This is an optimization exercise on Yosys and OpenROAD, whose aim is small area, a short achievable clock period and few clock cycles, not a production implementation. In this exercise RTL edits were held to simulation tests only and were not proved equivalent to the original.

==> design.v <==
module muldiv_unit (
    input  logic        clk_i,
    input  logic        rst_n_i,
    input  logic        start_i,
    input  logic [31:0] operand_a_i,
    input  logic [31:0] operand_b_i,
    input  logic [2:0]  muldiv_op_i,
    output logic [31:0] result_o,
    output logic        busy_o,
    output logic        done_o
);
    localparam int K  = 4;                  
    localparam int DW = 33 + K - 1;         
    localparam int NC = (32 + K - 1) / K;   
    localparam int CW = 4;                  
    localparam int EW = 3;                  
    function automatic logic [32:0] add33(input logic [32:0] a,
                                          input logic [32:0] b,
                                          input logic        cin);
        logic [32:0] g, p, gg, pp;
        logic [32:0] c;
        g  = a & b;
        p  = a ^ b;
        gg = g;
        pp = p;
        gg[0] = g[0] | (p[0] & cin);
        for (int d = 1; d < 33; d = d * 2)
            for (int i = 2 * d - 1; i < 33; i = i + 2 * d) begin
                gg[i] = gg[i] | (pp[i] & gg[i-d]);
                pp[i] = pp[i] & pp[i-d];
            end
        for (int d = 16; d >= 1; d = d / 2)
            for (int i = 3 * d - 1; i < 33; i = i + 2 * d) begin
                gg[i] = gg[i] | (pp[i] & gg[i-d]);
                pp[i] = pp[i] & pp[i-d];
            end
        c[0] = cin;
        for (int i = 1; i < 33; i++) c[i] = gg[i-1];
        add33 = p ^ c;
    endfunction
    logic          busy_q, done_q, first_q, fix_q, negc_q;
    logic          mul_q, sgn_q, rem_q;
    logic          neg_q, prev_q, rs_q;
    logic [CW-1:0] cnt_q;
    logic [31:0]   x_q;       
    logic [DW-1:0] y_q;       
    logic [31:0]   z_q;       
    logic        sa, sb, bz, az, nz, pa, pb;
    logic [31:0] nx, abs_a, am, bm;
    logic [4:0]  ma, mb, la, lb;
    logic signed [5:0] df;
    logic [4:0]  du;
    logic [CW-1:0] c0;
    logic [EW-1:0] e0;
    logic [DW-1:0] d0;
    assign sa    = sgn_q & x_q[31];
    assign sb    = sgn_q & y_q[31];
    assign nx    = ~x_q + 32'd1;
    assign abs_a = (sa | negc_q) ? nx : x_q;
    assign bz    = (y_q[31:0] == 32'd0);
    assign az    = (x_q == 32'd0);
    assign am = sa ? ~x_q : x_q;
    assign bm = sb ? ~y_q[31:0] : y_q[31:0];
    assign pa = sa && (am != 32'd0) && (((am >> 1) & ~am) == 32'd0);
    assign pb = sb && (bm != 32'd0) && (((bm >> 1) & ~bm) == 32'd0);
    always_comb begin
        ma = 5'd0;
        mb = 5'd0;
        for (int i = 0; i < 32; i++) begin
            if (am[i]) ma = 5'(i);
            if (bm[i]) mb = 5'(i);
        end
    end
    assign la = ma + 5'(pa);
    assign lb = mb + 5'(pb);
    assign df = $signed({1'b0, la}) - $signed({1'b0, lb});
    assign du = df[4:0];
    assign nz = az || df[5];
    always_comb begin
        c0 = CW'(1);
        e0 = EW'(K);
        if (bz) begin
            e0 = EW'(K - 1);
        end else if (!nz) begin
            c0 = CW'(du / K) + CW'(1);
            e0 = EW'(K - 1) - EW'(du % K);
        end
    end
    always_comb begin
        d0 = '0;
        for (int c = 1; c <= NC; c++)
            if (c0 == CW'(c))
                d0 = DW'($signed({sb, y_q[31:0]})) << (c * K - 1);
    end
    logic [32:0]   s   [0:K];
    logic [DW-1:0] dv;
    logic [K-1:0]  qb;
    logic [2*K:0]  ybits;
    assign dv    = first_q ? d0 : y_q;
    assign ybits = {y_q[2*K-1:0], prev_q};
    always_comb begin
        logic [31:0] xs;
        logic [32:0] dj, ab;
        logic        one, two, inv, skip;
        if (first_q) s[0] = mul_q ? 33'd0 : {1'b0, abs_a};
        else         s[0] = mul_q ? {1'b0, z_q} : {rs_q, x_q};
        for (int j = 0; j < K; j++) begin
            xs   = x_q << (2 * j);
            dj   = 33'($signed(dv) >>> j);
            skip = (first_q && (EW'(j) < e0)) || (fix_q && j > 0);
            one  = 1'b0;
            two  = 1'b0;
            if (mul_q) begin
                one = ybits[2*j+1] ^ ybits[2*j];
                two = (ybits[2*j+2] & ~ybits[2*j+1] & ~ybits[2*j]) |
                      (~ybits[2*j+2] & ybits[2*j+1] & ybits[2*j]);
                inv = ybits[2*j+2];
                ab  = {1'b0, ({32{one}} & xs) | ({32{two}} & (xs << 1))};
            end else begin
                inv = ~skip & ~(s[j][32] ^ sb);
                ab  = {33{~skip}} & dj;
            end
            s[j+1]    = add33(s[j], ab ^ {33{inv}}, inv);
            qb[K-1-j] = ~skip & ~s[j+1][32];
        end
    end
    logic [31:0] qn, sel;
    logic        last, fin, mterm, negn, rfix;
    logic [31:0] ynext;
    assign qn    = (z_q << K) | 32'(qb);
    assign sel   = rem_q ? s[K][31:0] : qn;
    assign negn  = first_q ? (sgn_q & (rem_q ? sa : (sa ^ sb))) | (bz & ~rem_q)
                           : neg_q;
    assign last  = first_q ? (c0 == CW'(1)) : (cnt_q == CW'(1));
    assign fin   = fix_q | last;
    assign rfix  = rem_q & ~fix_q & s[K][32];
    assign ynext = $signed(y_q[31:0]) >>> (2 * K);
    assign mterm = (ynext == {32{y_q[2*K-1]}});
    logic idle_q, ld_q;
    logic idle_d, busy_d, done_d, first_d, fix_d, negc_d;
    always_comb begin
        idle_d  = idle_q;
        busy_d  = busy_q;
        done_d  = done_q;
        first_d = first_q;
        fix_d   = fix_q;
        negc_d  = negc_q;
        if (idle_q) begin
            if (start_i) begin
                idle_d  = 1'b0;
                busy_d  = (muldiv_op_i <= 3'd4);
                done_d  = (muldiv_op_i >  3'd4);
                first_d = 1'b1;
            end
        end else if (!ld_q) begin
            first_d = 1'b0;
            if (negc_q) begin
                negc_d = 1'b0;
                busy_d = 1'b0;
                done_d = 1'b1;
            end else if (mul_q) begin
                if (mterm) begin
                    busy_d = 1'b0;
                    done_d = 1'b1;
                end
            end else if (fin) begin
                fix_d = rfix;
                if (!rfix) begin
                    if (negn) negc_d = 1'b1;
                    else begin
                        busy_d = 1'b0;
                        done_d = 1'b1;
                    end
                end
            end
        end else begin
            done_d = 1'b0;
            idle_d = 1'b1;
        end
    end
    always_ff @(posedge clk_i or negedge rst_n_i) begin
        if (!rst_n_i) begin
            idle_q  <= 1'b1;
            ld_q    <= 1'b1;
            busy_q  <= 1'b0;
            done_q  <= 1'b0;
            first_q <= 1'b0;
            fix_q   <= 1'b0;
            negc_q  <= 1'b0;
        end else begin
            idle_q  <= idle_d;
            ld_q    <= !busy_d;
            busy_q  <= busy_d;
            done_q  <= done_d;
            first_q <= first_d;
            fix_q   <= fix_d;
            negc_q  <= negc_d;
        end
    end
    always_ff @(posedge clk_i) begin
        if (ld_q) begin
            x_q <= operand_a_i;
            y_q <= DW'(operand_b_i);
            z_q <= 32'd0;
        end else if (mul_q) begin
            x_q <= x_q << (2 * K);
            y_q <= DW'(ynext);
            z_q <= s[K][31:0];
        end else begin
            x_q <= (fin && !rfix && negn && !rem_q) ? qn : s[K][31:0];
            y_q <= (fin && rfix) ? DW'($signed(dv) >>> (K - 1)) : DW'($signed(dv) >>> K);
            if (negc_q)
                z_q <= abs_a;
            else if (fin && !rfix && !negn && rem_q)
                z_q <= s[K][31:0];
            else
                z_q <= qn;
        end
    end
    always_ff @(posedge clk_i) begin
        if (ld_q) begin
            prev_q <= 1'b0;
            rs_q   <= 1'b0;
            mul_q  <= (muldiv_op_i == 3'd0);
            sgn_q  <= (muldiv_op_i == 3'd1) || (muldiv_op_i == 3'd3);
            rem_q  <= (muldiv_op_i == 3'd3) || (muldiv_op_i == 3'd4);
        end else begin
            prev_q <= y_q[2*K-1];
            rs_q   <= s[K][32] | (fin & rfix);
            neg_q  <= negn;
            cnt_q  <= first_q ? (c0 - CW'(1)) : (cnt_q - CW'(1));
        end
    end
    assign busy_o   = busy_q;
    assign done_o   = done_q;
    assign result_o = z_q;
endmodule
==> run.sh <==
#!/bin/bash
# synth_recipe.tcl (not shown) runs the flow's synth.tcl, then flattens the netlist and writes it again
# the make line also repeats each setting of config.mk as NAME=value (left out here)
make -C /OpenROAD-flow-scripts/flow DESIGN_CONFIG=/design/flow/config.mk WORK_HOME=/design/flow/orfs CLKGATE_MAP_FILE= SYNTH_SCRIPT=/design/flow/synth_recipe.tcl finish
==> config.mk <==
export PLATFORM = sky130hd
export DESIGN_NAME = muldiv_unit
export DESIGN_NICKNAME = muldiv_unit
export VERILOG_FILES = /design/flow/design.v
export SDC_FILE = /design/flow/constraint.sdc
export NUM_CORES = 4
export LEC_CHECK = 0
export ABC_AREA = 1
export CAP_MARGIN = 10
export CORE_MARGIN = 2
export CORE_UTILIZATION = 55
export CTS_BUF_LIST = sky130_fd_sc_hd__clkbuf_4 sky130_fd_sc_hd__clkbuf_8
export SLEW_MARGIN = 10
==> constraint.sdc <==
create_clock -name core_clock -period 150.0 [get_ports {clk_i}]
set_input_delay 30.0000 -clock core_clock [delete_from_list [all_inputs] [get_ports {clk_i}]]
set_output_delay 30.0000 -clock core_clock [all_outputs]
set_load 0.01 [all_outputs]
==> key figures, run 1 <==
STA
  • Slew Limit Headroom: 14.6%
  • Worst Max-Slew Pin Slew: 1.28 ns
  • Setup TNS: 0 ns
  • Final clock skew: 0.0320 ns
  • Final hold slack: ~0.52 ns
  • Final Max Slew Viols: 0
  • Post-layout min period: between 30 and 40 ns
  • Unrepaired setup endpoints after global routing: no
  • Period Utilization, post-route: between 20% and 30%
  • Final-report setup violation count: 0
  • Max Freq: 31.7 MHz
  • Final hold violations: 0

Global route
  • Total track usage: 46.5%
  • Grt ovf: 0
  • Met1 usage: approximately 60%
  • Grt met2 use: 68.7%
  • Vias in the first global route: 22355
  • Global route hottest layer: met2
  • Initial antenna violation count: 1
  • First-pass GRT wire length: 134000 µm
  • Met3 Usage GRT: 15.2%
  • Largest net degree at the start of global routing: 106

Synthesis
  • Ys Warns: 2
  • Synthesized Nets: about 3300
  • Syn Inst Count: 3037
  • Post-synthesis average cell area: 6.53 µm²
  • Number of synthesized flops with an enable pin: 9
  • FF+latch count, synth: approximately 110
  • Async set-reset flop share out of synthesis: 6.14%
  • Ys flop type: dfxtp_1
  • Cell area after synthesis: 0.0198 mm²
  • Part of the Yosys area used for sequential elements: 12.1%
  • Unique masters post-synth: 60

CTS
  • PostCTS Resize Cnt: 0
  • Post-CTS Setup Inserts: 0
  • Register clock-pin slew on the reported worst setup and hold paths: between 0.1 and 0.15 ns
  • CTS Buffer Depth: 2
  • TritonCTS clock tree: built
  • CTS Buf Count: 17
  • CTS Hold Bufs: 0
  • Clock root buffer: clkbuf_8
  • Clock sinks: 114
  • H-tree depth: 4
  • Clock Latency Late Sink: between 0.5 and 0.6 ns

Place
  • I/O Buffers: 103
  • Gpl congestion: 1.06
  • Post-DP HPWL: ~67000 µm

Setup path
  • Family with the most delay on the worst path: buffers and inverters
  • CP max stage delay: 0.58 ns
  • Worst Path Required: about 120 ns
  • CP arrival: 1.55 ns
  • CP max FO: 2
  • Worst setup EP type: primary output
  • CP Class: flop to primary output
  • Cells along the critical path: clkdlybuf4s50_1
  • Worst path slowest cell: clkdlybuf4s50_1
  • Worst Path Buf+Inv: 1
  • Setup crit start kind: flop

Detailed routing
  • Avg Vias per Cell: 6.75
  • Vias post-DR: 23574
  • Iter 0 DRT Violations: between 3000 and 4000
  • WL/cell: between 20 and 30 µm
  • DRC: 0
  • Detailed Route WL: 90200 µm
  • Routed Antenna Nets: 0
  • Pre-antenna DRT Iters: 13

Layout
  • ANT cells: 0
  • Share of layout cells above drive strength 1: 5.18%
  • Area Overhead vs Synth: 8.30%
  • Fillcell total: 3412
  • Post-layout nets: 3289

Die
  • Die W: 194 µm
  • Core Area: 0.0356 mm²
  • Die area: 0.0376 mm²
  • Initial Utilization: 55.8%
  • FP Rows: 69
  • I/O Pins: roughly 100
  • Die height: a little under 200 µm

Job
  • Number of max-cap violations: 0

Status
  • Status: no timing/DRC/antenna violations

Min path
  • Hold Path Class: flop to flop
==> registers in the layout (all words and copies together) (netlist names), 4 cells and up <==
| name | count |
|---|---|
| y_q | 33 |
| x_q | 32 |
| z_q | 32 |
| cnt_q | 4 |
==> path summary, 6_finish.rpt <==
| kind | from | end | slack [ns] | cells after the start |
|---|---|---|---|---|
| worst min register to register | done_q | done_q | 0.52 | 2 |
| min in group asynchronous | rst_n_i | done_q | 29.75 | 1 |
| worst min-delay path | done_q | done_q | 0.52 | 2 |
| max in group asynchronous | rst_n_i | ld_q | 119.95 | 1 |
| worst max register to register | sgn_q | y_q[8] | 120.95 | 130 |
| worst max-delay path | z_q[31] | result_o[31] | 118.45 | 1 |
==> placed cells by master (no fill, tap or decap), types with 8 or more instances in the layout <==
master and n:
dfxtp_1 98, a21oi_1 189, fa_1 65, a22oi_1 24, a221oi_1 73, a31oi_1 21, a211oi_1 9, clkinv_1 18
nor4_1 11, o21a_1 14, inv_2 17, inv_1 341, buf_4 48, nor2_1 160, nand4_1 23, o21bai_1 11
edfxtp_1 9, o21ai_0 280, nand3_1 109, o22ai_1 67, o221ai_1 37, nand2_2 8, o211ai_1 70, clkdlybuf4s50_1 103
ha_1 138, nand2_1 581, nor2_2 11, clkbuf_8 18, a21o_1 20, o31ai_1 17, xor2_1 234, o21ai_1 32
xnor2_1 54, nor3_1 31, or2_2 8
==> worst reg2reg max path, delay by kind of cell, from the launching register on <==
| family | cells | cell delay [ns] |
|---|---|---|
| compound gates | 41 | 13.10 |
| xor+xnor | 4 | 1.13 |
| fa+ha+maj | 8 | 2.49 |
| buf+inv | 18 | 2.83 |
| flops | 1 | 0.70 |
| simple gates | 59 | 8.67 |
==> kinds of logic (layout without fill, tap and decap cells) <==
group	Yosys count	in the layout	share of synthesized area [%]
buffers and inverters	568	560	11.2
DFF	114	114	12.1
and+or+nand+nor	969	969	20.9
xor gates and xnor gates	288	288	12.7
AOI/OAI and AO/OA	894	894	27.8
adders and majority gates	203	203	15.3
muxes	1	1	0.0504
==> routing by layer <==
metal / wire length [µm] / share of wire, %
met1: 33900 / 38
met2: 37200 / 41
met3: 13700 / 15
met4: 5500 / 6.1
met5: 0 / 0
==> synth_stat cells, types with 13 or more instances <==
master / count / area share [%]
o21a_1: 14 / 0.53
fa_1: 65 / 6.6
o31ai_1: 18 / 0.68
xnor2_1: 54 / 2.4
o22ai_1: 67 / 2.1
o211ai_1: 70 / 2.6
nand2_1: 582 / 11
dfxtp_1: 98 / 9.9
buf_1: 13 / 0.25
clkinv_1: 17 / 0.32
nor2_1: 164 / 3.1
a21o_1: 20 / 0.76
a221oi_1: 73 / 3.2
a21oi_1: 190 / 4.8
a22oi_1: 24 / 0.91
nand4_1: 23 / 0.73
buf_2: 36 / 0.91
ha_1: 138 / 8.7
clkbuf_1: 134 / 2.5
inv_2: 17 / 0.32
inv_1: 343 / 6.5
o21ai_1: 32 / 0.81
a31oi_1: 21 / 0.66
nor3_1: 31 / 0.78
o21ai_0: 280 / 7.1
o221ai_1: 37 / 1.6
nand3_1: 109 / 2.7
xor2_1: 234 / 10
==> area by class of cell <==
| cell class | count | area (µm²) | share of cell area, % |
|---|---|---|---|
| Clock buffer | 20 | 263 | 1.22 |
| Clock inverter | 12 | 181 | 0.844 |
| Inverter | 377 | 1420 | 6.60 |
| Multi-Input combinational cell | 2355 | 15300 | 71.0 |
| Sequential cell | 114 | 2410 | 11.2 |
| Tap cell | 461 | 577 | 2.68 |
| Timing Repair Buffer | 151 | 1390 | 6.47 |
==> per-stage QoR <==
step	util, %	instance area [µm²]	worst slack (ns)	std cells
floorplan	-	19800	119.40	3037
global placement	59.2	21000	118.87	3458
detailed placement	59.2	21000	118.79	3458
CTS	60.4	21500	118.48	3490
global route	60.4	21500	118.46	3490
finish	60.4	21500	118.45	3490
Testbench counts, summed over its fixed seeds: cycles 74,649.
==> run 2, diff against run 1 <==
--- a/config.mk
+++ b/config.mk
@@ -6,8 +6,7 @@
 export NUM_CORES = 4
 export LEC_CHECK = 0
 export ABC_AREA = 1
-export CAP_MARGIN = 10
+export CAP_MARGIN = 20
 export CORE_MARGIN = 2
 export CORE_UTILIZATION = 55
-export CTS_BUF_LIST = sky130_fd_sc_hd__clkbuf_4 sky130_fd_sc_hd__clkbuf_8
-export SLEW_MARGIN = 10
+export SLEW_MARGIN = 20
==> key figures, run 2 <==
Status
  • Status: no timing/DRC/antenna violations

STA
  • Setup TNS: 0 ns (unchanged)
  • Unrepaired setup endpoints after global routing: no
  • Post-layout min period: 31.49 ns (-0.0580 ns)
  • Max Freq: 31.8 MHz (+0.18%)
  • Final hold slack: 0.520 ns (-0.00111 ns)
  • Final-report setup violation count: 0 (unchanged)
  • Period Utilization, post-route: 21.0% (-0.039 points)
  • Worst Max-Slew Pin Slew: 1.11 ns (-0.172 ns)
  • Final Max Slew Viols: 0 (unchanged)
  • Slew Limit Headroom: 25.9% (+11 points)
  • Final hold violations: 0 (unchanged)
  • Final clock skew: 0.0222 ns (-0.00975 ns)
  • Final Worst Setup Slack: 118.51 ns (+0.0580 ns)

Die
  • I/O Pins: 104 (unchanged)
  • Die W: 194 µm (unchanged)
  • Die height: 194 µm (unchanged)
  • Initial Utilization: 55.8% (unchanged)
  • FP Rows: 69 (unchanged)
  • Core Area: 0.0356 mm² (unchanged)
  • Die area: 0.0376 mm² (unchanged)

Setup path
  • Setup crit start kind: flop
  • CP max stage delay: 0.58 ns (about the same)
  • Worst path slowest cell: clkdlybuf4s50_1
  • CP arrival: 1.49 ns (-0.06 ns)
  • Family with the most delay on the worst path: buffers and inverters
  • Worst setup EP type: primary output
  • CP Class: flop to primary output
  • FF-to-FF End: z_q[30]
  • RR Startpoint: sgn_q
  • Worst Path Required: 120.00 ns (about the same)
  • CP max FO: 2 (unchanged)
  • Worst Setup SP: z_q[31]
  • Flop-to-flop setup slack: 121.22 ns (+0.27 ns)
  • Cells along the critical path: clkdlybuf4s50_1
  • Worst Path Buf+Inv: 1 (unchanged)
  • Worst R2R Path Depth: 130 (unchanged)

Synthesis
  • Cell area after synthesis: 0.0198 mm² (unchanged)
  • Part of the Yosys area used for sequential elements: 12.1% (unchanged)
  • Synth top area share: 11.0% (unchanged)
  • Async set-reset flop share out of synthesis: 6.14% (unchanged)
  • Synthesized Nets: 3310 (unchanged)
  • FF+latch count, synth: 114 (unchanged)
  • Most instantiated cells after synthesis: nand2_1, inv_1, o21ai_0
  • Number of synthesized flops with an enable pin: 9 (unchanged)
  • Top-count cell post-synth: nand2_1
  • Post-synthesis average cell area: 6.53 µm² (unchanged)
  • Ys flop type: dfxtp_1
  • Largest area contributor in the netlist: nand2_1
  • Unique masters post-synth: 60 (unchanged)
  • Syn Inst Count: 3037 (unchanged)
  • Ranking of synthesized cells by area: nand2_1, xor2_1, dfxtp_1, ha_1, o21ai_0
  • Ys Warns: 2 (unchanged)

CTS
  • Register clock-pin slew on the reported worst setup and hold paths: 0.08 ns (-0.03 ns)
  • TritonCTS clock tree: built
  • Clock Latency Late Sink: 0.47 ns (-0.06 ns)
  • CTS Buffer Depth: 2 (unchanged)
  • H-tree depth: 4 (unchanged)
  • PostCTS Resize Cnt: 0 (unchanged)
  • Clock sinks: 114 (unchanged)
  • CTS Buf Count: 17 (unchanged)
  • Post-CTS Setup Inserts: 0 (unchanged)
  • CTS Hold Bufs: 0 (unchanged)
  • Clock root buffer: clkbuf_16

Global route
  • Vias in the first global route: 22350 (-0.022%)
  • Largest net degree at the start of global routing: 106 (unchanged)
  • Total track usage: 46.4% (-0.11 points)
  • First-pass GRT wire length: 133000 µm (-0.46%)
  • Initial antenna violation count: 0 (-1)
  • Grt ovf: 0 (unchanged)

Detailed routing
  • DRC: 0 (unchanged)
  • Pre-antenna DRT Iters: 7 (-6)
  • WL/cell: 25.7 µm (-0.43%)
  • Iter 0 DRT Violations: 3537 (-3.1%)
  • Vias post-DR: 23590 (+0.068%)
  • Avg Vias per Cell: 6.76 (about the same)
  • Routed Antenna Nets: 0 (unchanged)
  • Detailed Route WL: 89800 µm (-0.43%)

Layout
  • Most common cell after layout, fill and taps aside: nand2_1
  • Biggest regs: y_q: 33 flops, x_q: 32 flops, z_q: 32 flops
  • Share of layout cells above drive strength 1: 5.12% (-0.066 points)
  • Fillcell total: 3358 (-1.6%)
  • Biggest register: y_q
  • Most frequent cells in the layout: nand2_1, inv_1, o21ai_0, xor2_1, a21oi_1
  • ANT cells: 0 (unchanged)
  • Area Overhead vs Synth: 9.31%
  • Max FFs per register: 33 (unchanged)
  • Final Core Density: 61.0% (+0.56 points)
  • Post-layout nets: 3290 (+0.030%)

Place
  • I/O Buffers: 103 (unchanged)
  • Post-DP HPWL: 67000 µm (about the same)
  • Pre-CTS setup slack: 118.78 ns (-0.0130 ns)
  • Gpl congestion: 1.06 (unchanged)

Min path
  • Hold Path Origin: done_q
  • Hold Path Class: flop to flop
  • Hold Path End: done_q
  • Hold path cells: 2 (unchanged)

Job
  • Number of max-cap violations: 0 (unchanged)
## run 2: cell counts after synthesis
No cell type changed its count.
## run 2: worst max-delay path by stage
stage | endpoint | depth (start not counted)
2_1_floorplan | busy_q | 3
3_3_place_gp | done_q | 5
3_5_place_dp | busy_q | 4
4_1_cts | result_o[31] | 1
5_1_grt | result_o[31] | 1
6_report | result_o[31] | 1
## run 2: metal layers
metal	up-vias	wire length, µm	track usage, %
met5	-	0	0
li1	10331	-	-
met3	493	13500	15.0
met4	0	6010	26.5
met1	10904	33600	59.7
met2	1862	36700	68.1
## run 2: worst min-delay path, cell delays in order (launching register included)
cell     delay [ns]
dfrtp_1        0.36
nand2_1        0.05
o21ai_0        0.07
## run 2: cells by family after synthesis
logic type / count (synthesis) / synth area share [%]
simple gates: 969 / 20.9
compound gates: 894 / 27.8
buf+inv: 568 / 11.2
xor+xnor: 288 / 12.7
fa+ha+maj: 203 / 15.3
flops: 114 / 12.1
mux: 1 / 0.0504
## run 2: metrics by stage
step	cells	cell area [µm²]
finish	3490	21700
CTS	3490	21700
global route	3490	21700
floorplan	3037	19800
global placement	3458	21000
detailed placement	3459	21100
## run 2: layout make-up
class                   instances  area, µm²  area share (%)
multi-input cells            2355      15300            70.3
flip-flops and latches        114       2410            11.1
inverters                     377       1420            6.54
repair buffers                152       1400            6.44
well taps                     461        577            2.66
clock buffers                  20        458            2.11
clock inverters                11        175           0.808
==> run 3, diff against run 2 <==
--- a/design.v
+++ b/design.v
@@ -10,8 +10,8 @@
     output logic        done_o
 );
     localparam int K  = 4;                  
-    localparam int DW = 33 + K - 1;         
-    localparam int NC = (32 + K - 1) / K;   
+    localparam int DW = 33 + K;             
+    localparam int NC = (32 + K) / K;       
     localparam int CW = 4;                  
     localparam int EW = 3;                  
     function automatic logic [32:0] add33(input logic [32:0] a,
@@ -46,17 +46,15 @@
     logic [DW-1:0] y_q;       
     logic [31:0]   z_q;       
     logic        sa, sb, bz, az, nz, pa, pb;
-    logic [31:0] nx, abs_a, am, bm;
+    logic [31:0] am, bm;
     logic [4:0]  ma, mb, la, lb;
     logic signed [5:0] df;
-    logic [4:0]  du;
+    logic [5:0]  du;
     logic [CW-1:0] c0;
     logic [EW-1:0] e0;
     logic [DW-1:0] d0;
     assign sa    = sgn_q & x_q[31];
-    assign sb    = sgn_q & y_q[31];
-    assign nx    = ~x_q + 32'd1;
-    assign abs_a = (sa | negc_q) ? nx : x_q;
+    assign sb    = sgn_q & (first_q ? y_q[31] : y_q[DW-1]);
     assign bz    = (y_q[31:0] == 32'd0);
     assign az    = (x_q == 32'd0);
     assign am = sa ? ~x_q : x_q;
@@ -74,13 +72,13 @@
     assign la = ma + 5'(pa);
     assign lb = mb + 5'(pb);
     assign df = $signed({1'b0, la}) - $signed({1'b0, lb});
-    assign du = df[4:0];
+    assign du = {1'b0, df[4:0]} + 6'd1;
     assign nz = az || df[5];
     always_comb begin
         c0 = CW'(1);
-        e0 = EW'(K);
+        e0 = EW'(K - 1);
         if (bz) begin
-            e0 = EW'(K - 1);
+            e0 = EW'(K - 2);
         end else if (!nz) begin
             c0 = CW'(du / K) + CW'(1);
             e0 = EW'(K - 1) - EW'(du % K);
@@ -102,15 +100,20 @@
         logic [31:0] xs;
         logic [32:0] dj, ab;
         logic        one, two, inv, skip;
-        if (first_q) s[0] = mul_q ? 33'd0 : {1'b0, abs_a};
-        else         s[0] = mul_q ? {1'b0, z_q} : {rs_q, x_q};
+        if (first_q || negc_q) s[0] = 33'd0;
+        else                   s[0] = mul_q ? {1'b0, z_q} : {rs_q, x_q};
         for (int j = 0; j < K; j++) begin
             xs   = x_q << (2 * j);
             dj   = 33'($signed(dv) >>> j);
-            skip = (first_q && (EW'(j) < e0)) || (fix_q && j > 0);
+            skip = (first_q && j > 0 && (EW'(j) <= e0)) ||
+                   ((fix_q || negc_q) && j > 0);
             one  = 1'b0;
             two  = 1'b0;
-            if (mul_q) begin
+            if (j == 0 && !mul_q && (first_q || negc_q)) begin
+                one = 1'b1;
+                inv = (sa & ~nz) | negc_q;
+                ab  = {sa, x_q};
+            end else if (mul_q) begin
                 one = ybits[2*j+1] ^ ybits[2*j];
                 two = (ybits[2*j+2] & ~ybits[2*j+1] & ~ybits[2*j]) |
                       (~ybits[2*j+2] & ybits[2*j+1] & ybits[2*j]);
@@ -121,7 +124,7 @@
                 ab  = {33{~skip}} & dj;
             end
             s[j+1]    = add33(s[j], ab ^ {33{inv}}, inv);
-            qb[K-1-j] = ~skip & ~s[j+1][32];
+            qb[K-1-j] = ~skip & ~s[j+1][32] & ~(j == 0 && first_q);
         end
     end
     logic [31:0] qn, sel;
@@ -129,11 +132,11 @@
     logic [31:0] ynext;
     assign qn    = (z_q << K) | 32'(qb);
     assign sel   = rem_q ? s[K][31:0] : qn;
-    assign negn  = first_q ? (sgn_q & (rem_q ? sa : (sa ^ sb))) | (bz & ~rem_q)
+    assign negn  = first_q ? (sgn_q & ~nz & (rem_q ? sa : (sa ^ sb))) | (bz & ~rem_q)
                            : neg_q;
     assign last  = first_q ? (c0 == CW'(1)) : (cnt_q == CW'(1));
     assign fin   = fix_q | last;
-    assign rfix  = rem_q & ~fix_q & s[K][32];
+    assign rfix  = rem_q & ~fix_q & s[K][32] & ~(first_q & nz);
     assign ynext = $signed(y_q[31:0]) >>> (2 * K);
     assign mterm = (ynext == {32{y_q[2*K-1]}});
     logic idle_q, ld_q;
@@ -209,9 +212,7 @@
         end else begin
             x_q <= (fin && !rfix && negn && !rem_q) ? qn : s[K][31:0];
             y_q <= (fin && rfix) ? DW'($signed(dv) >>> (K - 1)) : DW'($signed(dv) >>> K);
-            if (negc_q)
-                z_q <= abs_a;
-            else if (fin && !rfix && !negn && rem_q)
+            if (negc_q || (fin && !rfix && !negn && rem_q))
                 z_q <= s[K][31:0];
             else
                 z_q <= qn;
==> flow/run.sh (new file) <==
#!/bin/bash
set -euo pipefail
bash standard.sh finish "BUFFER_PORTS_ARGS=-buffer_cell sky130_fd_sc_hd__buf_1" > standard.log 2>&1
==> standard.sh (new file) <==
#!/bin/bash
# synth_recipe.tcl (not shown) runs the flow's synth.tcl, then flattens the netlist and writes it again
# the make line also repeats each setting of config.mk as NAME=value (left out here)
make -C /OpenROAD-flow-scripts/flow DESIGN_CONFIG=/design/flow/config.mk WORK_HOME=/design/flow/orfs CLKGATE_MAP_FILE= SYNTH_SCRIPT=/design/flow/synth_recipe.tcl "${@:-finish}"
--- a/config.mk
+++ b/config.mk
@@ -8,5 +8,5 @@
 export ABC_AREA = 1
 export CAP_MARGIN = 20
 export CORE_MARGIN = 2
-export CORE_UTILIZATION = 55
+export CORE_UTILIZATION = 50
 export SLEW_MARGIN = 20
removed: run.sh
==> key figures, run 3 <==
Setup path
  • CP max stage delay: 0.38 ns (-0.20 ns)
  • CP max FO: 4 (+2)
  • CP Class: flop to primary output
  • Setup crit start kind: flop
  • Worst Path Buf+Inv: 1 (unchanged)
  • Cells along the critical path: buf_1
  • Worst Path Required: 120.00 ns (about the same)
  • Worst path slowest cell: dfxtp_1
  • CP arrival: 1.05 ns (-0.44 ns)
  • Worst setup EP type: primary output
  • Family with the most delay on the worst path: flip-flops
  • Flop-to-flop setup slack: 120.21 ns (-1.01 ns)

STA
  • Final hold violations: 0 (unchanged)
  • Max Freq: 32.2 MHz (+1.4%)
  • Slew Limit Headroom: 24.9% (-1.1 points)
  • Period Utilization, post-route: 20.7% (-0.30 points)
  • Final Max Slew Viols: 0 (unchanged)
  • Worst Max-Slew Pin Slew: 1.12 ns (+0.00550 ns)
  • Final clock skew: 0.0157 ns (-0.00649 ns)
  • Final hold slack: 0.488 ns (-0.0315 ns)
  • Post-layout min period: 31.05 ns (-0.446 ns)
  • Unrepaired setup endpoints after global routing: no
  • Setup TNS: 0 ns (unchanged)
  • Final-report setup violation count: 0 (unchanged)

Synthesis
  • Top-count cell post-synth: nand2_1
  • Synth top area share: 10.4% (-0.60 points)
  • Ranking of synthesized cells by area: dfxtp_1, nand2_1, ha_1, o21ai_0, fa_1
  • Async set-reset flop share out of synthesis: 6.09% (-0.053 points)
  • Syn Inst Count: 2933 (-3.4%)
  • Ys Warns: 2 (unchanged)
  • Most instantiated cells after synthesis: nand2_1, inv_1, o21ai_0
  • Largest area contributor in the netlist: dfxtp_1
  • Ys flop type: dfxtp_1
  • Synthesized Nets: 3206 (-3.1%)
  • Post-synthesis average cell area: 6.49 µm² (-0.63%)
  • FF+latch count, synth: 115 (+0.88%)
  • Cell area after synthesis: 0.0190 mm² (-4.0%)
  • Number of synthesized flops with an enable pin: 9 (unchanged)
  • Part of the Yosys area used for sequential elements: 12.8% (+0.62 points)
  • Unique masters post-synth: 68 (+13%)

Global route
  • Grt ovf: 0 (unchanged)
  • First-pass GRT wire length: 123000 µm (-7.6%)
  • Initial antenna violation count: 2 (+2)
  • Largest net degree at the start of global routing: 93 (-12%)
  • Vias in the first global route: 20492 (-8.3%)
  • Total track usage: 42.0% (-4.4 points)

Layout
  • Post-layout nets: 3214 (-2.3%)
  • Area Overhead vs Synth: 6.91%
  • Share of layout cells above drive strength 1: 4.91% (-0.21 points)
  • Most common cell after layout, fill and taps aside: nand2_1
  • Final Core Density: 54.2% (-6.8 points)
  • Most frequent cells in the layout: nand2_1, inv_1, o21ai_0, nor2_1, nand3_1
  • ANT cells: 0 (unchanged)
  • Biggest register: y_q
  • Max FFs per register: 34 (+3.0%)
  • Biggest regs: y_q: 34 flops, x_q: 32 flops, z_q: 32 flops

Place
  • Post-DP HPWL: 61900 µm (-7.6%)
  • Gpl congestion: 0.995 (-5.7%)
  • I/O Buffers: 103 (unchanged)

CTS
  • Register clock-pin slew on the reported worst setup and hold paths: 0.07 ns (about the same)
  • CTS Buf Count: 17 (unchanged)
  • Clock root buffer: clkbuf_16
  • Clock sinks: 115 (+0.88%)
  • PostCTS Resize Cnt: 0 (unchanged)
  • CTS Buffer Depth: 2 (unchanged)
  • CTS Hold Bufs: 0 (unchanged)
  • Post-CTS Setup Inserts: 0 (unchanged)
  • TritonCTS clock tree: built
  • H-tree depth: 4 (unchanged)
  • Clock Latency Late Sink: 0.50 ns (+0.03 ns)

Detailed routing
  • Routed Antenna Nets: 0 (unchanged)
  • Pre-antenna DRT Iters: 7 (unchanged)
  • WL/cell: 23.8 µm (-7.5%)
  • Detailed Route WL: 82500 µm (-8.2%)
  • Avg Vias per Cell: 6.32 (-6.5%)
  • Iter 0 DRT Violations: 2534 (-28%)
  • DRC: 0 (unchanged)
  • Vias post-DR: 21889 (-7.2%)

Die
  • Initial Utilization: 50.7% (-5.1 points)
  • Die W: 199 µm (+2.7%)
  • Die height: 199 µm (+2.7%)
  • Core Area: 0.0376 mm² (+5.6%)
  • Die area: 0.0397 mm² (+5.4%)
  • I/O Pins: 104 (unchanged)
  • FP Rows: 71 (+2.9%)

Min path
  • Hold Path Class: flop to flop

Status
  • Status: no timing/DRC/antenna violations

Job
  • Number of max-cap violations: 0 (unchanged)
[run 3: changes by cell type after synthesis, sizes merged, moves of 13 or more]
cell	before	now
xor2	234	136
nand2	594	507
xnor2	54	125
a221oi	73	11
nor2	177	239
nand3	117	172
a21oi	190	142
o22ai	67	96
clkbuf	134	109
o221ai	37	59
o211ai	70	49
a22oi	24	8
o31ai	18	2
a31oi	21	34
[run 3: metal layers]
layer | track usage, % | routed length, µm
met1 | 51.4 | 32100
met3 | 9.18 | 8440
met5 | 0 | 26
met2 | 66.4 | 36400
met4 | 27.3 | 5550
[run 3: cell families after synthesis]
logic type      count (synthesis)  synth area share [%]
compound gates                803                  25.4
xor+xnor                      261                  12.1
fa+ha+maj                     203                  15.9
buf+inv                       538                  10.9
flops                         115                  12.8
mux                             3                 0.164
simple gates                 1010                  22.8
[run 3: through the flow]
| step | setup WS (ns) | cell area [µm²] | std cells |
|---|---|---|---|
| floorplan | 119.42 | 19000 | 2933 |
| global placement | 119.18 | 19800 | 3433 |
| detailed placement | 119.22 | 19800 | 3433 |
| CTS | 118.93 | 20400 | 3465 |
| global route | 118.04 | 20400 | 3465 |
| finish | 118.95 | 20400 | 3465 |
[run 3: layout make-up]
type,count,area [µm²]
clock buffers,17,425
clock inverters,15,146
fillers,3908,17200
inverters,382,1440
multi-input cells,2280,14600
flip-flops and latches,115,2430
well taps,511,639
repair buffers,145,702
[run 3: final timing paths]
check,startpoint,endpoint,cells after the start
worst min-delay path,done_q,done_q,2
worst max register to register,first_q,y_q[28],122
worst min register to register,done_q,done_q,2
worst max-delay path,z_q[0],result_o[0],1
min in group asynchronous,rst_n_i,first_q,1
max in group asynchronous,rst_n_i,ld_q,1
Testbench counts of run 3, summed over its fixed seeds: cycles 74,670.
==> run 4, diff against run 3 <==
==> run.sh (new file) <==
#!/bin/bash
# synth_recipe.tcl (not shown) runs the flow's synth.tcl, then flattens the netlist and writes it again
# the make line also repeats each setting of config.mk as NAME=value (left out here)
make -C /OpenROAD-flow-scripts/flow DESIGN_CONFIG=/design/flow/config.mk WORK_HOME=/design/flow/orfs CLKGATE_MAP_FILE= SYNTH_SCRIPT=/design/flow/synth_recipe.tcl finish
removed: flow/run.sh
removed: standard.sh
==> key figures, run 4 <==
Synthesis
  • Most instantiated cells after synthesis: nand2_1, inv_1, o21ai_0
  • Largest area contributor in the netlist: dfxtp_1
  • Synth Area in Simple Gates: 22.8% (unchanged)
  • Synthesized Nets: 3206 (unchanged)
  • Ys Warns: 2 (unchanged)
  • Async set-reset flop share out of synthesis: 6.09% (unchanged)
  • Compound-Gate Fraction of Synth Area: 25.4% (unchanged)
  • FF+latch count, synth: 115 (unchanged)
  • Unique masters post-synth: 68 (unchanged)
  • Largest family of logic cells by synthesized area: compound AO/OA/AOI/OAI gates
  • Synth Area in XOR/XNOR: 12.1% (unchanged)
  • Post-Synth Adder-Cell Area: 15.9% (unchanged)
  • Ranking of synthesized cells by area: dfxtp_1, nand2_1, ha_1, o21ai_0, fa_1
  • Cell area after synthesis: 0.0190 mm² (unchanged)
  • Number of synthesized flops with an enable pin: 9 (unchanged)
  • Top-count cell post-synth: nand2_1
  • Mux share of post-synthesis cell area: 0.164% (unchanged)
  • Post-synthesis average cell area: 6.49 µm² (unchanged)
  • Syn Inst Count: 2933 (unchanged)
  • Ys flop type: dfxtp_1
  • Synth top area share: 10.4% (unchanged)
  • Part of the Yosys area used for sequential elements: 12.8% (unchanged)

Layout
  • Biggest register: y_q
  • Post-layout nets: 3209 (-0.16%)
  • Max FFs per register: 34 (unchanged)
  • Most frequent cells in the layout: nand2_1, inv_1, o21ai_0, nor2_1, nand3_1
  • Fillcell total: 3865 (-1.1%)
  • Share of layout cells above drive strength 1: 4.71% (-0.20 points)
  • Most common cell after layout, fill and taps aside: nand2_1
  • Biggest regs: y_q: 34 flops, x_q: 32 flops, z_q: 32 flops
  • Area Overhead vs Synth: 10.5%

CTS
  • Clock sinks: 115 (unchanged)
  • CTS Buffer Depth: 2 (unchanged)
  • TritonCTS clock tree: built
  • H-tree depth: 4 (unchanged)
  • Clock root buffer: clkbuf_16
  • PostCTS Resize Cnt: 0 (unchanged)
  • CTS Buf Count: 17 (unchanged)
  • Register clock-pin slew on the reported worst setup and hold paths: 0.06 ns (about the same)
  • Clock Latency Late Sink: 0.48 ns (-0.02 ns)
  • CTS Hold Bufs: 0 (unchanged)
  • Post-CTS Setup Inserts: 0 (unchanged)

Detailed routing
  • Iter 0 DRT Violations: 2437 (-3.8%)
  • Vias post-DR: 21850 (-0.18%)
  • WL/cell: 23.7 µm (-0.44%)
  • Avg Vias per Cell: 6.31 (-0.12%)
  • Routed Antenna Nets: 0 (unchanged)
  • Detailed Route WL: 82100 µm (-0.50%)
  • DRC: 0 (unchanged)
  • Pre-antenna DRT Iters: 8 (+1)

STA
  • Final Max Slew Viols: 0 (unchanged)
  • Final clock skew: 0.0194 ns (+0.00369 ns)
  • Unrepaired setup endpoints after global routing: no
  • Period Utilization, post-route: 21.0% (+0.26 points)
  • Final hold slack: 0.478 ns (-0.0108 ns)
  • Max Freq: 31.8 MHz (-1.2%)
  • Slew Limit Headroom: 21.2% (-3.7 points)
  • Final hold violations: 0 (unchanged)
  • Post-layout min period: 31.43 ns (+0.383 ns)
  • Final-report setup violation count: 0 (unchanged)
  • Worst Max-Slew Pin Slew: 1.17 ns (+0.0551 ns)
  • Setup TNS: 0 ns (unchanged)

Setup path
  • Worst Path Buf+Inv: 1 (unchanged)
  • Worst setup EP type: primary output
  • Family with the most delay on the worst path: buffers and inverters
  • CP max stage delay: 0.56 ns (+0.18 ns)
  • Worst Path Required: 120.00 ns (about the same)
  • Cells along the critical path: clkdlybuf4s50_1
  • CP Class: flop to primary output
  • CP arrival: 1.43 ns (+0.38 ns)
  • CP max FO: 4 (unchanged)
  • Worst path slowest cell: clkdlybuf4s50_1
  • Setup crit start kind: flop

Die
  • FP Rows: 71 (unchanged)
  • Die W: 199 µm (unchanged)
  • Die area: 0.0397 mm² (unchanged)
  • Core Area: 0.0376 mm² (unchanged)
  • Die height: 199 µm (unchanged)
  • I/O Pins: 104 (unchanged)
  • Initial Utilization: 50.7% (unchanged)

Status
  • Status: no timing/DRC/antenna violations

Min path
  • Hold Path Class: flop to flop

Place
  • Post-DP HPWL: 61900 µm (about the same)
  • Gpl congestion: 0.997 (+0.22%)
  • I/O Buffers: 103 (unchanged)

Global route
  • Largest net degree at the start of global routing: 90 (-3.2%)
  • Grt ovf: 0 (unchanged)
  • First-pass GRT wire length: 123000 µm (-0.44%)
  • Initial antenna violation count: 2 (unchanged)
  • Total track usage: 41.3% (-0.64 points)
  • Vias in the first global route: 20697 (+1.0%)

Job
  • Number of max-cap violations: 0 (unchanged)
==> run 4: cell type report <==
type                            instances  area (µm²)  share of cell area (%)
Antenna cell                            3        7.51                  0.0357
Inverter                              382        1440                    6.84
Clock buffer                           19         464                    2.21
Clock inverter                         13         171                   0.815
Timing Repair Buffer                  140        1310                    6.22
Multi-Input combinational cell       2280       14600                    69.3
Tap cell                              511         639                    3.04
Sequential cell                       115        2430                    11.6
==> run 4: logic make-up after synthesis <==
group	after synthesis
AO/OA/AOI/OAI	803
XOR/XNOR	261
adder cells (fa/ha/maj)	203
buffers and inverters	538
flip-flops	115
multiplexers	3
AND/OR/NAND/NOR	1010
==> run 4: metrics by stage <==
| stage | instances | utilization (%) | area, µm² | setup WS [ns] |
|---|---|---|---|---|
| 3_5_place_dp | 3428 | 54.3 | 20400 | 118.79 |
| 5_1_grt | 3460 | 56.0 | 21000 | 118.32 |
| 6_report | 3463 | 56.0 | 21000 | 118.57 |
| 2_1_floorplan | 2933 | - | 19000 | 119.42 |
| 3_3_place_gp | 3428 | 54.3 | 20400 | 118.80 |
| 4_1_cts | 3460 | 56.0 | 21000 | 118.57 |
==> run 4: metal layers <==
layer | vias to the layer above | share of wire, % | wire, µm | track usage, %
li1 | 9996 | - | - | -
met1 | 10177 | 38 | 31200 | 50.2
met2 | 1363 | 45 | 36800 | 66.7
met3 | 312 | 11 | 9390 | 10.8
met4 | 2 | 5.7 | 4650 | 22.6
met5 | - | 0.0097 | 8 | 0
==> run 4: worst register-to-register path: cells and delay by family, from the launching register on <==
kind / cells / cell delay (ns)
buf+inv: 19 / 3.91
flops: 1 / 0.32
xor+xnor: 5 / 1.30
compound gates: 41 / 12.32
simple gates: 52 / 9.29
fa+ha+maj: 8 / 2.30
==> run 4: path summary, 6_finish.rpt <==
check / startpoint / depth (start not counted) / end / slack (ns)
max: z_q[6] / 1 / result_o[6] / 118.57
min: done_q / 2 / done_q / 0.48
max reg2reg: first_q / 125 / z_q[1] / 120.40
min reg2reg: done_q / 2 / done_q / 0.48
max in group asynchronous: rst_n_i / 1 / idle_q / 119.90
min in group asynchronous: rst_n_i / 1 / busy_q / 29.79
==> run 5, diff against run 4 <==
--- a/design.v
+++ b/design.v
@@ -11,6 +11,7 @@
 );
     localparam int K  = 4;                  
     localparam int DW = 33 + K;             
+    localparam int YW = 33;                 
     localparam int NC = (32 + K) / K;       
     localparam int CW = 4;                  
     localparam int EW = 3;                  
@@ -43,7 +44,7 @@
     logic          neg_q, prev_q, rs_q;
     logic [CW-1:0] cnt_q;
     logic [31:0]   x_q;       
-    logic [DW-1:0] y_q;       
+    logic [YW-1:0] y_q;       
     logic [31:0]   z_q;       
     logic        sa, sb, bz, az, nz, pa, pb;
     logic [31:0] am, bm;
@@ -54,7 +55,7 @@
     logic [EW-1:0] e0;
     logic [DW-1:0] d0;
     assign sa    = sgn_q & x_q[31];
-    assign sb    = sgn_q & (first_q ? y_q[31] : y_q[DW-1]);
+    assign sb    = sgn_q & (first_q ? y_q[31] : y_q[YW-1]);
     assign bz    = (y_q[31:0] == 32'd0);
     assign az    = (x_q == 32'd0);
     assign am = sa ? ~x_q : x_q;
@@ -94,7 +95,7 @@
     logic [DW-1:0] dv;
     logic [K-1:0]  qb;
     logic [2*K:0]  ybits;
-    assign dv    = first_q ? d0 : y_q;
+    assign dv    = first_q ? d0 : DW'($signed(y_q));
     assign ybits = {y_q[2*K-1:0], prev_q};
     always_comb begin
         logic [31:0] xs;
@@ -203,15 +204,15 @@
     always_ff @(posedge clk_i) begin
         if (ld_q) begin
             x_q <= operand_a_i;
-            y_q <= DW'(operand_b_i);
+            y_q <= YW'(operand_b_i);
             z_q <= 32'd0;
         end else if (mul_q) begin
             x_q <= x_q << (2 * K);
-            y_q <= DW'(ynext);
+            y_q <= YW'(ynext);
             z_q <= s[K][31:0];
         end else begin
             x_q <= (fin && !rfix && negn && !rem_q) ? qn : s[K][31:0];
-            y_q <= (fin && rfix) ? DW'($signed(dv) >>> (K - 1)) : DW'($signed(dv) >>> K);
+            y_q <= (fin && rfix) ? YW'($signed(dv) >>> (K - 1)) : YW'($signed(dv) >>> K);
             if (negc_q || (fin && !rfix && !negn && rem_q))
                 z_q <= s[K][31:0];
             else
==> flow/run.sh (new file) <==
#!/bin/bash
set -euo pipefail
bash standard.sh finish "BUFFER_PORTS_ARGS=-buffer_cell sky130_fd_sc_hd__buf_1" > standard.log 2>&1
==> standard.sh (new file) <==
#!/bin/bash
# synth_recipe.tcl (not shown) runs the flow's synth.tcl, then flattens the netlist and writes it again
# the make line also repeats each setting of config.mk as NAME=value (left out here)
make -C /OpenROAD-flow-scripts/flow DESIGN_CONFIG=/design/flow/config.mk WORK_HOME=/design/flow/orfs CLKGATE_MAP_FILE= SYNTH_SCRIPT=/design/flow/synth_recipe.tcl "${@:-finish}"
--- a/config.mk
+++ b/config.mk
@@ -9,4 +9,5 @@
 export CAP_MARGIN = 20
 export CORE_MARGIN = 2
 export CORE_UTILIZATION = 50
+export CTS_BUF_LIST = sky130_fd_sc_hd__clkbuf_4 sky130_fd_sc_hd__clkbuf_8
 export SLEW_MARGIN = 20
removed: run.sh
==> key figures, run 5 <==
CTS
  • Clock Latency Late Sink: 0.54 ns (+0.06 ns)
  • CTS Buffer Depth: 2 (unchanged)
  • H-tree depth: 4 (unchanged)
  • Register clock-pin slew on the reported worst setup and hold paths: 0.09 ns (+0.03 ns)
  • Clock root buffer: clkbuf_8
  • CTS Hold Bufs: 0 (unchanged)
  • Post-CTS Setup Inserts: 0 (unchanged)
  • CTS Buf Count: 17 (unchanged)
  • Clock sinks: 114 (-0.87%)
  • TritonCTS clock tree: built
  • PostCTS Resize Cnt: 0 (unchanged)

Synthesis
  • Synthesized Nets: 3195 (-0.34%)
  • Syn Inst Count: 2922 (-0.38%)
  • Number of synthesized flops with an enable pin: 9 (unchanged)
  • Ys Warns: 2 (unchanged)
  • Cell area after synthesis: 0.0189 mm² (-0.62%)
  • Ys flop type: dfxtp_1
  • Unique masters post-synth: 68 (unchanged)
  • Synth top area share: 10.4% (-0.040 points)
  • Post-synthesis average cell area: 6.48 µm² (-0.25%)
  • Part of the Yosys area used for sequential elements: 12.7% (-0.026 points)
  • Largest area contributor in the netlist: dfxtp_1
  • Top-count cell post-synth: nand2_1
  • FF+latch count, synth: 114 (-0.87%)
  • Most instantiated cells after synthesis: nand2_1, inv_1, o21ai_0
  • Ranking of synthesized cells by area: dfxtp_1, nand2_1, ha_1, o21ai_0, fa_1
  • Async set-reset flop share out of synthesis: 6.14% (+0.053 points)

Setup path
  • Critical Path End: result_o[15]
  • FF-to-FF End: z_q[31]
  • Flop-to-flop setup slack: 121.29 ns (+0.89 ns)
  • Cells along the critical path: buf_1
  • Worst R2R Path Depth: 127 (+1.6%)
  • CP Class: flop to primary output
  • CP max stage delay: 0.46 ns (-0.10 ns)
  • Setup crit start kind: flop
  • Worst Setup SP: z_q[15]
  • RR Startpoint: first_q
  • Worst Path Buf+Inv: 1 (unchanged)
  • Worst path depth: 1 (unchanged)
  • CP arrival: 1.18 ns (-0.25 ns)
  • CP max FO: 4 (unchanged)
  • Worst path slowest cell: dfxtp_1
  • Worst Path Required: 120.00 ns (about the same)
  • Worst setup EP type: primary output
  • Family with the most delay on the worst path: flip-flops

STA
  • Period Utilization, post-route: 20.8% (-0.17 points)
  • Unrepaired setup endpoints after global routing: no
  • Final hold slack: 0.500 ns (+0.0225 ns)
  • Setup TNS: 0 ns (unchanged)
  • Max Freq: 32.1 MHz (+0.80%)
  • Post-layout min period: 31.18 ns (-0.249 ns)
  • Final hold violations: 0 (unchanged)
  • Worst Max-Slew Pin Slew: 1.16 ns (-0.00896 ns)
  • Final clock skew: 0.0148 ns (-0.00465 ns)
  • Slew Limit Headroom: 22.4% (+1.2 points)
  • Final-report setup violation count: 0 (unchanged)
  • Final Max Slew Viols: 0 (unchanged)

Die
  • FP Rows: 71 (unchanged)
  • Die area: 0.0394 mm² (-0.61%)
  • Die height: 199 µm (-0.31%)
  • Initial Utilization: 50.5% (-0.20 points)
  • Core Area: 0.0375 mm² (-0.24%)
  • Die W: 199 µm (-0.31%)
  • I/O Pins: 104 (unchanged)

Layout
  • Max FFs per register: 33 (-2.9%)
  • Biggest regs: y_q: 33 flops, x_q: 32 flops, z_q: 32 flops
  • Share of layout cells above drive strength 1: 5.16% (+0.45 points)
  • Post-layout nets: 3203 (-0.19%)
  • Post-Layout Cell Count: 3455 (-0.23%)
  • Biggest register: y_q
  • Design Area, Final: 0.0201 mm² (-4.4%)
  • Most common cell after layout, fill and taps aside: nand2_1
  • Area Overhead vs Synth: 6.23%
  • Most frequent cells in the layout: nand2_1, inv_1, o21ai_0, nor2_1, nand3_1

Detailed routing
  • Avg Vias per Cell: 6.28 (-0.50%)
  • Detailed Route WL: 80600 µm (-1.8%)
  • Pre-antenna DRT Iters: 8 (unchanged)
  • WL/cell: 23.3 µm (-1.6%)
  • Vias post-DR: 21691 (-0.73%)
  • DRC: 0 (unchanged)
  • Iter 0 DRT Violations: 2700 (+11%)
  • Routed Antenna Nets: 0 (unchanged)

Global route
  • Largest net degree at the start of global routing: 91 (+1.1%)
  • Vias in the first global route: 20080 (-3.0%)
  • Total track usage: 41.0% (-0.35 points)
  • Global route hottest layer: met2
  • Met1 usage: 54.6% (+4.4 points)
  • Initial antenna violation count: 1 (-1)
  • Grt ovf: 0 (unchanged)
  • First-pass GRT wire length: 121000 µm (-1.6%)
  • Met3 Usage GRT: 8.63% (-2.1 points)
  • Grt met2 use: 62.1% (-4.6 points)

Min path
  • Hold Path Class: flop to flop

Place
  • Post-DP HPWL: 61400 µm (-0.82%)
  • Area after DPL: 0.0197 mm² (-3.3%)
  • Gpl congestion: 1.01 (+0.84%)
  • Dpl cells: 3422 (-0.18%)
  • I/O Buffers: 103 (unchanged)

Status
  • Status: no timing/DRC/antenna violations

Job
  • Number of max-cap violations: 0 (unchanged)
[run 5: worst min-delay path by stage]
| stage | start | end | cells after the start | slack [ns] |
|---|---|---|---|---|
| after floorplan | y_q[28] | y_q[20] | 2 | 0.46 |
| after global placement | done_q | done_q | 2 | 0.47 |
| after global routing | done_q | done_q | 2 | 0.54 |
| after detailed placement | done_q | done_q | 2 | 0.48 |
| final | done_q | done_q | 2 | 0.50 |
| after CTS | done_q | done_q | 2 | 0.50 |
[run 5: layer usage]
metal,up-vias,wire length (µm)
li1,9957,-
met1,10179,32900
met2,1302,34200
met3,251,9010
met4,2,4510
met5,-,13
[run 5: logic make-up after synthesis]
logic type | Yosys count | share of synthesized area [%]
AOI/OAI and AO/OA | 775 | 24.5
buffers and inverters | 513 | 10.5
xor gates and xnor gates | 258 | 11.9
muxes | 2 | 0.112
and+or+nand+nor | 1057 | 24.2
adders and majority gates | 203 | 16.0
DFF | 114 | 12.7
[run 5: layout make-up]
| cell class | instances | area, µm² |
|---|---|---|
| fillers | 3972 | 17400 |
| multi-input cells | 2295 | 14600 |
| flip-flops and latches | 114 | 2410 |
| inverters | 352 | 1330 |
| repair buffers | 150 | 779 |
| well taps | 511 | 639 |
| clock buffers | 17 | 234 |
| clock inverters | 15 | 146 |
| diodes | 1 | 2.50 |
[run 5: through the flow]
step | setup slack [ns] | util (%)
after floorplan | 119.40 | -
after global placement | 119.15 | 52.5
after detailed placement | 119.16 | 52.6
after CTS | 118.82 | 53.6
after global routing | 118.81 | 53.6
final | 118.82 | 53.6
Testbench counts of run 5, summed over its fixed seeds: cycles 74,670.
==> run 6, diff against run 5 <==
--- a/design.v
+++ b/design.v
@@ -11,7 +11,6 @@
 );
     localparam int K  = 4;                  
     localparam int DW = 33 + K;             
-    localparam int YW = 33;                 
     localparam int NC = (32 + K) / K;       
     localparam int CW = 4;                  
     localparam int EW = 3;                  
@@ -44,7 +43,7 @@
     logic          neg_q, prev_q, rs_q;
     logic [CW-1:0] cnt_q;
     logic [31:0]   x_q;       
-    logic [YW-1:0] y_q;       
+    logic [31:0]   y_q;       
     logic [31:0]   z_q;       
     logic        sa, sb, bz, az, nz, pa, pb;
     logic [31:0] am, bm;
@@ -53,9 +52,8 @@
     logic [5:0]  du;
     logic [CW-1:0] c0;
     logic [EW-1:0] e0;
-    logic [DW-1:0] d0;
     assign sa    = sgn_q & x_q[31];
-    assign sb    = sgn_q & (first_q ? y_q[31] : y_q[YW-1]);
+    assign sb    = sgn_q & y_q[31];
     assign bz    = (y_q[31:0] == 32'd0);
     assign az    = (x_q == 32'd0);
     assign am = sa ? ~x_q : x_q;
@@ -85,17 +83,18 @@
             e0 = EW'(K - 1) - EW'(du % K);
         end
     end
-    always_comb begin
-        d0 = '0;
+    logic [CW-1:0] rc;
+    logic [DW-1:0] dv;
+    assign rc = first_q ? c0 : cnt_q;
+    always_comb begin
+        dv = '0;
         for (int c = 1; c <= NC; c++)
-            if (c0 == CW'(c))
-                d0 = DW'($signed({sb, y_q[31:0]})) << (c * K - 1);
+            if (rc == CW'(c))
+                dv = DW'($signed({sb, y_q})) << (c * K - 1);
     end
     logic [32:0]   s   [0:K];
-    logic [DW-1:0] dv;
     logic [K-1:0]  qb;
     logic [2*K:0]  ybits;
-    assign dv    = first_q ? d0 : DW'($signed(y_q));
     assign ybits = {y_q[2*K-1:0], prev_q};
     always_comb begin
         logic [31:0] xs;
@@ -107,7 +106,7 @@
             xs   = x_q << (2 * j);
             dj   = 33'($signed(dv) >>> j);
             skip = (first_q && j > 0 && (EW'(j) <= e0)) ||
-                   ((fix_q || negc_q) && j > 0);
+                   (negc_q && j > 0) || (fix_q && j < K - 1);
             one  = 1'b0;
             two  = 1'b0;
             if (j == 0 && !mul_q && (first_q || negc_q)) begin
@@ -135,7 +134,7 @@
     assign sel   = rem_q ? s[K][31:0] : qn;
     assign negn  = first_q ? (sgn_q & ~nz & (rem_q ? sa : (sa ^ sb))) | (bz & ~rem_q)
                            : neg_q;
-    assign last  = first_q ? (c0 == CW'(1)) : (cnt_q == CW'(1));
+    assign last  = (rc == CW'(1));
     assign fin   = fix_q | last;
     assign rfix  = rem_q & ~fix_q & s[K][32] & ~(first_q & nz);
     assign ynext = $signed(y_q[31:0]) >>> (2 * K);
@@ -204,15 +203,14 @@
     always_ff @(posedge clk_i) begin
         if (ld_q) begin
             x_q <= operand_a_i;
-            y_q <= YW'(operand_b_i);
+            y_q <= operand_b_i;
             z_q <= 32'd0;
         end else if (mul_q) begin
             x_q <= x_q << (2 * K);
-            y_q <= YW'(ynext);
+            y_q <= ynext;
             z_q <= s[K][31:0];
         end else begin
             x_q <= (fin && !rfix && negn && !rem_q) ? qn : s[K][31:0];
-            y_q <= (fin && rfix) ? YW'($signed(dv) >>> (K - 1)) : YW'($signed(dv) >>> K);
             if (negc_q || (fin && !rfix && !negn && rem_q))
                 z_q <= s[K][31:0];
             else
@@ -230,7 +228,7 @@
             prev_q <= y_q[2*K-1];
             rs_q   <= s[K][32] | (fin & rfix);
             neg_q  <= negn;
-            cnt_q  <= first_q ? (c0 - CW'(1)) : (cnt_q - CW'(1));
+            cnt_q  <= (fin && rfix) ? CW'(1) : (rc - CW'(1));
         end
     end
     assign busy_o   = busy_q;
==> key figures, run 6 <==
Status
  • Status: no timing/DRC/antenna violations

Place
  • I/O Buffers: 103 (unchanged)
  • Dpl cells: 3302 (-3.5%)
  • Pre-CTS setup slack: 119.25 ns (+0.0930 ns)
  • Post-DP HPWL: 56300 µm (-8.3%)
  • Gpl congestion: 0.984 (-2.1%)

Synthesis
  • Synthesized Nets: 3139 (-1.8%)
  • Ys flop type: dfxtp_1
  • Top-count cell post-synth: nand2_1
  • Part of the Yosys area used for sequential elements: 14.4% (+1.6 points)
  • Synth top area share: 9.91% (-0.45 points)
  • Number of synthesized flops with an enable pin: 40 (+31)
  • Most instantiated cells after synthesis: nand2_1, inv_1, o21ai_0
  • Cell area after synthesis: 0.0188 mm² (-0.75%)
  • Async set-reset flop share out of synthesis: 6.19% (+0.054 points)
  • Unique masters post-synth: 59 (-13%)
  • Ranking of synthesized cells by area: nand2_1, ha_1, inv_1, o21ai_0, xor2_1
  • Syn Inst Count: 2871 (-1.7%)
  • Largest area contributor in the netlist: nand2_1
  • FF+latch count, synth: 113 (-0.88%)
  • Ys Warns: 2 (unchanged)
  • Post-synthesis average cell area: 6.54 µm² (+1.0%)

Setup path
  • Worst Path Required: 120.00 ns (about the same)
  • Worst Path Buf+Inv: 1 (unchanged)
  • Worst setup EP type: primary output
  • Cells along the critical path: buf_1
  • Family with the most delay on the worst path: flip-flops
  • CP max stage delay: 0.42 ns (-0.04 ns)
  • CP max FO: 4 (unchanged)
  • Setup crit start kind: flop
  • CP Class: flop to primary output
  • Worst path slowest cell: dfxtp_1
  • CP arrival: 1.13 ns (-0.05 ns)

Global route
  • First-pass GRT wire length: 114000 µm (-5.2%)
  • Grt ovf: 0 (unchanged)
  • Largest net degree at the start of global routing: 89 (-2.2%)
  • Total track usage: 38.9% (-2.1 points)
  • Vias in the first global route: 19385 (-3.5%)
  • Initial antenna violation count: 2 (+1)

Detailed routing
  • DRC: 0 (unchanged)
  • Detailed Route WL: 75400 µm (-6.4%)
  • Iter 0 DRT Violations: 2235 (-17%)
  • Vias post-DR: 20368 (-6.1%)
  • Avg Vias per Cell: 6.11 (-2.7%)
  • Pre-antenna DRT Iters: 8 (unchanged)
  • Routed Antenna Nets: 0 (unchanged)
  • WL/cell: 22.6 µm (-3.1%)

STA
  • Final-report setup violation count: 0 (unchanged)
  • Final clock skew: 0.0421 ns (+0.0273 ns)
  • Worst Max-Slew Pin Slew: 1.10 ns (-0.0570 ns)
  • Unrepaired setup endpoints after global routing: no
  • Final hold violations: 0 (unchanged)
  • Final Worst Setup Slack: 118.87 ns (+0.0500 ns)
  • Period Utilization, post-route: 20.8% (-0.033 points)
  • Post-layout min period: 31.13 ns (-0.0500 ns)
  • Setup TNS: 0 ns (unchanged)
  • Slew Limit Headroom: 26.3% (+3.9 points)
  • Final Max Slew Viols: 0 (unchanged)
  • Max Freq: 32.1 MHz (+0.16%)

Die
  • FP Rows: 70 (-1.4%)
  • Initial Utilization: 51.1% (+0.58 points)
  • I/O Pins: 104 (unchanged)
  • Die area: 0.0391 mm² (-0.73%)
  • Die W: 198 µm (-0.37%)
  • Core Area: 0.0368 mm² (-1.9%)
  • Die height: 198 µm (-0.37%)

CTS
  • CTS Buffer Depth: 2 (unchanged)
  • Clock Latency Late Sink: 0.54 ns (about the same)
  • CTS Buf Count: 17 (unchanged)
  • CTS Hold Bufs: 0 (unchanged)
  • Clock sinks: 113 (-0.88%)
  • H-tree depth: 4 (unchanged)
  • PostCTS Resize Cnt: 0 (unchanged)
  • Clock root buffer: clkbuf_8
  • TritonCTS clock tree: built
  • Register clock-pin slew on the reported worst setup and hold paths: 0.09 ns (about the same)
  • Post-CTS Setup Inserts: 0 (unchanged)

Layout
  • Area Overhead vs Synth: 4.99%
  • Most frequent cells in the layout: nand2_1, inv_1, o21ai_0, nor2_1, nand3_1
  • Final Core Density: 53.6% (about the same)
  • Fillcell total: 3884 (-2.2%)
  • Most common cell after layout, fill and taps aside: nand2_1
  • Share of layout cells above drive strength 1: 4.08% (-1.1 points)
  • Multi-input combinational cell area: 0.0138 mm² (-5.5%)
  • Area occupied by registers: 0.00270 mm² (+12%)
  • Post-Layout Cell Count: 3335 (-3.5%)
  • Post-layout nets: 3121 (-2.6%)
  • Biggest regs: x_q: 32 flops, y_q: 32 flops, z_q: 32 flops

Min path
  • Hold Path Class: flop to flop

Job
  • Number of max-cap violations: 0 (unchanged)
## run 6: cells by family (layout without fill, tap and decap cells)
logic type	count (synthesis)	count (layout)	share of synthesized area [%]
adder cells (fa/ha/maj)	198	198	15.7
AND/OR/NAND/NOR	1001	1001	22.6
flip-flops	113	113	14.4
other	0	2	0
buffers and inverters	605	599	12.5
XOR/XNOR	260	260	12.1
AO/OA/AOI/OAI	694	694	22.8
## run 6: final timing paths
kind | start | endpoint | slack [ns] | depth (start not counted)
setup / recovery | z_q[12] | result_o[12] | 118.87 | 1
hold / removal | done_q | done_q | 0.52 | 2
setup reg to reg | sgn_q | z_q[20] | 123.66 | 124
hold reg to reg | done_q | done_q | 0.52 | 2
max in group asynchronous | rst_n_i | idle_q | 120.28 | 1
min in group asynchronous | rst_n_i | done_q | 29.38 | 1
## run 6: layer usage
layer	GRT usage, %	vias to the layer above	wire length, µm
met2	59.0	1171	31500
met3	8.48	188	8760
met1	53.8	9475	32100
li1	-	9532	-
met4	14.9	2	3000
met5	0	-	10
## run 6: stage by stage
step	cell area, µm²	hold slack [ns]
finish	19700	0.516
detailed placement	19300	0.487
global route	19700	0.532
global placement	19300	0.496
floorplan	18800	0.504
CTS	19700	0.511
## run 6: cell type report
type | count | area share [%]
Multi-Input combinational cell | 2153 | 69.8
Sequential cell | 113 | 13.7
Inverter | 437 | 8.33
Timing Repair Buffer | 131 | 3.03
Tap cell | 468 | 2.97
Clock buffer | 17 | 1.19
Clock inverter | 14 | 0.920
Antenna cell | 2 | 0.0254
Testbench counts of run 6, summed over its fixed seeds: cycles 74,670.

[port drivers added, routing unchanged]
The flow's constraints put no driver on any port. The routed layouts listed below were extracted and timed again, unchanged, in two steps. Step 1, drivers: a clkbuf_16 drives clk_i and a buf_2 each remaining input, both assumed. Step 2, shift: input delay + t, output delay - t, t = (earliest + latest rising clock arrival at the registers) / 2. This alone moves slack from input paths to output paths. Slacks: ideal ports / drivers / drivers and shift; pairs: ideal ports / drivers.
run | t (ns) | setup WS [ns] | hold WS [ns] | latest minus earliest clock arrival (ns) | worst slew at a driven data input, ns
run 1 | 0.566 | 118.448 / 118.394 / 118.786 | 0.521 / 0.521 / 0.521 | 0.032 / 0.032 | 0.05
run 2 | 0.520 | 118.506 / 118.447 / 118.768 | 0.520 / 0.520 / 0.520 | 0.022 / 0.023 | 0.05
run 3 | 0.543 | 118.952 / 118.900 / 119.205 | 0.488 / 0.488 / 0.488 | 0.016 / 0.016 | 0.04
run 4 | 0.518 | 118.569 / 118.519 / 118.770 | 0.478 / 0.478 / 0.478 | 0.020 / 0.019 | 0.05
run 5 | 0.587 | 118.818 / 118.767 / 119.126 | 0.500 / 0.500 / 0.500 | 0.015 / 0.015 | 0.04
run 6 | 0.579 | 118.868 / 118.812 / 119.224 | 0.516 / 0.516 / 0.516 | 0.042 / 0.042 | 0.04
After both steps setup and hold are still met in every run listed.
